From an optimization exercise on the open Yosys and OpenROAD flow, aimed at small area; shortcuts taken in it are not production practice.
In this exercise RTL edits were held to simulation tests only and were not proved equivalent to the original.
Power figures rest on the tool's default switching activity, not on a simulated workload.

old:
==> module yuv422_to_rgb, before the edit <==
module yuv422_to_rgb (
input             pclk               ,
input             presetn            ,
input      [31:0] paddr              ,
input      [31:0] pwdata             ,
output reg [31:0] prdata             ,
input             pwrite             ,
input             psel               ,
input             penable            ,
output            pslverr            ,
output            pready             ,
output reg        irq                ,
output reg [95:0] rgb_out
);
wire wr_setup  = psel & ~penable &  pwrite;
wire rd_setup  = psel & ~penable & ~pwrite;
wire wr_access = psel &  penable &  pwrite;
reg        cnt_writes;
reg        loaded;      
reg        conv1;       
reg        conv2;       
reg        wr0, wr1;    
reg [31:0] yuv_mem [0:1];
reg [47:0] pix01;       
wire idle = ~loaded & ~conv1 & ~conv2;
assign pready  = 1'b1;
assign pslverr = 1'b0;
always @(posedge pclk or negedge presetn)
	if (~presetn) begin
		cnt_writes <= 1'b0;
		loaded     <= 1'b0;
		conv1      <= 1'b0;
		conv2      <= 1'b0;
		irq        <= 1'b0;
		wr0        <= 1'b0;
		wr1        <= 1'b0;
	end else begin
		if (wr_access) cnt_writes <= ~cnt_writes;
		conv1  <= wr_access & cnt_writes & ~conv1;
		conv2  <= conv1 & ~conv2;
		irq    <= conv2 & ~irq;
		loaded <= loaded ? ~(wr_access & cnt_writes) : (wr_setup & ~conv1 & ~conv2);
		wr0    <= wr_setup & (paddr[7:0] == 8'h10);
		wr1    <= wr_setup & (paddr[7:0] == 8'h14);
	end
always @(posedge pclk or negedge presetn)
	if (~presetn) begin
		yuv_mem[0] <= 32'd0;
		yuv_mem[1] <= 32'd0;
	end else begin
		if (wr0) yuv_mem[0] <= pwdata;
		if (wr1) yuv_mem[1] <= pwdata;
	end
wire [31:0] cin = conv2 ? yuv_mem[1] : yuv_mem[0];
wire [26:0] terms;
wire [47:0] pix;
yuv_terms chroma (.U(cin[15:8]), .V(cin[31:24]), .t(terms));
yuv_to_rgb conv (.y0(cin[7:0]), .y1(cin[23:16]), .t(terms), .rgb(pix));
always @(posedge pclk)
	pix01 <= pix;
always @(posedge pclk or negedge presetn)
	if (~presetn) rgb_out <= 96'd0; else
	if (conv2)    rgb_out <= {pix01, pix};
reg [23:0] rd_pix;
always @(*)
	case (paddr[3:2])
		2'd0: rd_pix = rgb_out[95:72];
		2'd1: rd_pix = rgb_out[71:48];
		2'd2: rd_pix = rgb_out[47:24];
		default: rd_pix = rgb_out[23:0];
	endcase
always @(posedge pclk or negedge presetn)
	if (~presetn) prdata <= 32'd0; else
	if (rd_setup)
		case (paddr[7:0])
			8'h20: prdata <= {32{idle}};
			8'h30, 8'h34, 8'h38, 8'h3c: prdata <= {rd_pix, 8'd0};
		endcase
endmodule
make LEC_CHECK=0 CAP_MARGIN=20 CORE_MARGIN=2 CORE_UTILIZATION=40 SLEW_MARGIN=20 SYNTH_HIERARCHICAL=1 finish   # period 9.0 ns
run.sh (not shown) runs the stock make flow with config.mk's settings and CLKGATE_MAP_FILE= SYNTH_SCRIPT=/design/flow/synth_recipe.tcl, a recipe that flattens the netlist after the stock synthesis.
In summary, old completed successfully, with a layout that passed the timing, design-rule and antenna checks.
Edits applied to the flow inputs when going from old to new:
--- a/flow/design.v
+++ b/flow/design.v
@@ -434,8 +434,9 @@
 reg        conv1;       
 reg        conv2;       
 reg        wr0, wr1;    
-reg [31:0] yuv_mem [0:1];
-reg [47:0] pix01;       
+reg [15:0] st_y;        
+reg [26:0] st_t;        
+reg [47:0] pix_mem [0:1];
 wire idle = ~loaded & ~conv1 & ~conv2;
 assign pready  = 1'b1;
 assign pslverr = 1'b0;
@@ -457,37 +458,38 @@
 		wr0    <= wr_setup & (paddr[7:0] == 8'h10);
 		wr1    <= wr_setup & (paddr[7:0] == 8'h14);
 	end
+wire [26:0] terms;
+yuv_terms chroma (.U(pwdata[15:8]), .V(pwdata[31:24]), .t(terms));
+always @(posedge pclk) begin
+	st_y <= {pwdata[23:16], pwdata[7:0]};
+	st_t <= terms;
+end
+wire [47:0] pix_new;
+yuv_to_rgb conv (.y0(st_y[7:0]), .y1(st_y[15:8]), .t(st_t), .rgb(pix_new));
 always @(posedge pclk or negedge presetn)
 	if (~presetn) begin
-		yuv_mem[0] <= 32'd0;
-		yuv_mem[1] <= 32'd0;
+		pix_mem[0] <= {2{24'h008800}};
+		pix_mem[1] <= {2{24'h008800}};
 	end else begin
-		if (wr0) yuv_mem[0] <= pwdata;
-		if (wr1) yuv_mem[1] <= pwdata;
+		if (wr0) pix_mem[0] <= pix_new;
+		if (wr1) pix_mem[1] <= pix_new;
 	end
-wire [31:0] cin = conv2 ? yuv_mem[1] : yuv_mem[0];
-wire [26:0] terms;
-wire [47:0] pix;
-yuv_terms chroma (.U(cin[15:8]), .V(cin[31:24]), .t(terms));
-yuv_to_rgb conv (.y0(cin[7:0]), .y1(cin[23:16]), .t(terms), .rgb(pix));
-always @(posedge pclk)
-	pix01 <= pix;
 always @(posedge pclk or negedge presetn)
 	if (~presetn) rgb_out <= 96'd0; else
-	if (conv2)    rgb_out <= {pix01, pix};
-reg [23:0] rd_pix;
+	if (conv2)    rgb_out <= {pix_mem[0], pix_mem[1]};
+reg [23:0] pix;
 always @(*)
 	case (paddr[3:2])
-		2'd0: rd_pix = rgb_out[95:72];
-		2'd1: rd_pix = rgb_out[71:48];
-		2'd2: rd_pix = rgb_out[47:24];
-		default: rd_pix = rgb_out[23:0];
+		2'd0: pix = rgb_out[95:72];
+		2'd1: pix = rgb_out[71:48];
+		2'd2: pix = rgb_out[47:24];
+		default: pix = rgb_out[23:0];
 	endcase
 always @(posedge pclk or negedge presetn)
 	if (~presetn) prdata <= 32'd0; else
 	if (rd_setup)
 		case (paddr[7:0])
 			8'h20: prdata <= {32{idle}};
-			8'h30, 8'h34, 8'h38, 8'h3c: prdata <= {rd_pix, 8'd0};
+			8'h30, 8'h34, 8'h38, 8'h3c: prdata <= {pix, 8'd0};
 		endcase
 endmodule
### Flow results
Looking at the reports, new completed the entire flow and the layout it produced met the timing, design-rule and antenna checks.
Diff old -> new: initial antenna violation count closely matched the old numbers; total area of multi-input combinational cells decreased by 150 sq um relative to the old numbers.
Final critical-path required period (higher): old
Against old, new reports a relative area change from synthesis to final layout that is lower.
Summary: with old as the reference, mean routed wirelength per cell in new moved up slightly.
Going from old to new, share of layout cells above drive strength 1 moved down, worst setup slack went up, total power now larger, sequential-cell power consumption now sits lower, gate count after technology mapping increased 2.6%.
In the flow results for old and new, the share of the final layout cell area in sequential cells is smaller on old.
Final design area excluding fillers, old and new: lower on old
Sort old and new by total vias in the final route, ascending, and old comes first.

-- what the ideal ports hide --
The flow's constraints put no driver on any port. The routed layouts listed below were extracted and timed again, unchanged, in two steps. Step 1, drivers: a clkbuf_16 drives pclk and a buf_2 each remaining input, both assumed. Step 2 times the ports against the registers' clock, not the clock port: input delays grow and output delays shrink by t, the midpoint of the rising clock arrivals with the driver on. Three values: ideal, step 1, step 2; two values: the first two.
| run | t, ns | slack for setup (ns) | worst hold slack (ns) | clock arrival spread, ns | pins driven straight from the clock port |
|---|---|---|---|---|---|
| old | 0.575 | 0.098 / 0.098 / 0.098 | 0.422 / 0.422 / 0.422 | 0.013 / 0.013 | 1 |
| new | 0.579 | 0.262 / 0.291 / -0.288 | 0.427 / 0.427 / 0.427 | 0.019 / 0.019 | 1 |
Met with ideal ports but missed after step 2: setup timing in new. For new, which loses most, drivers alone change the setup slack by +0.029 ns; drivers and shift together by -0.550 ns.
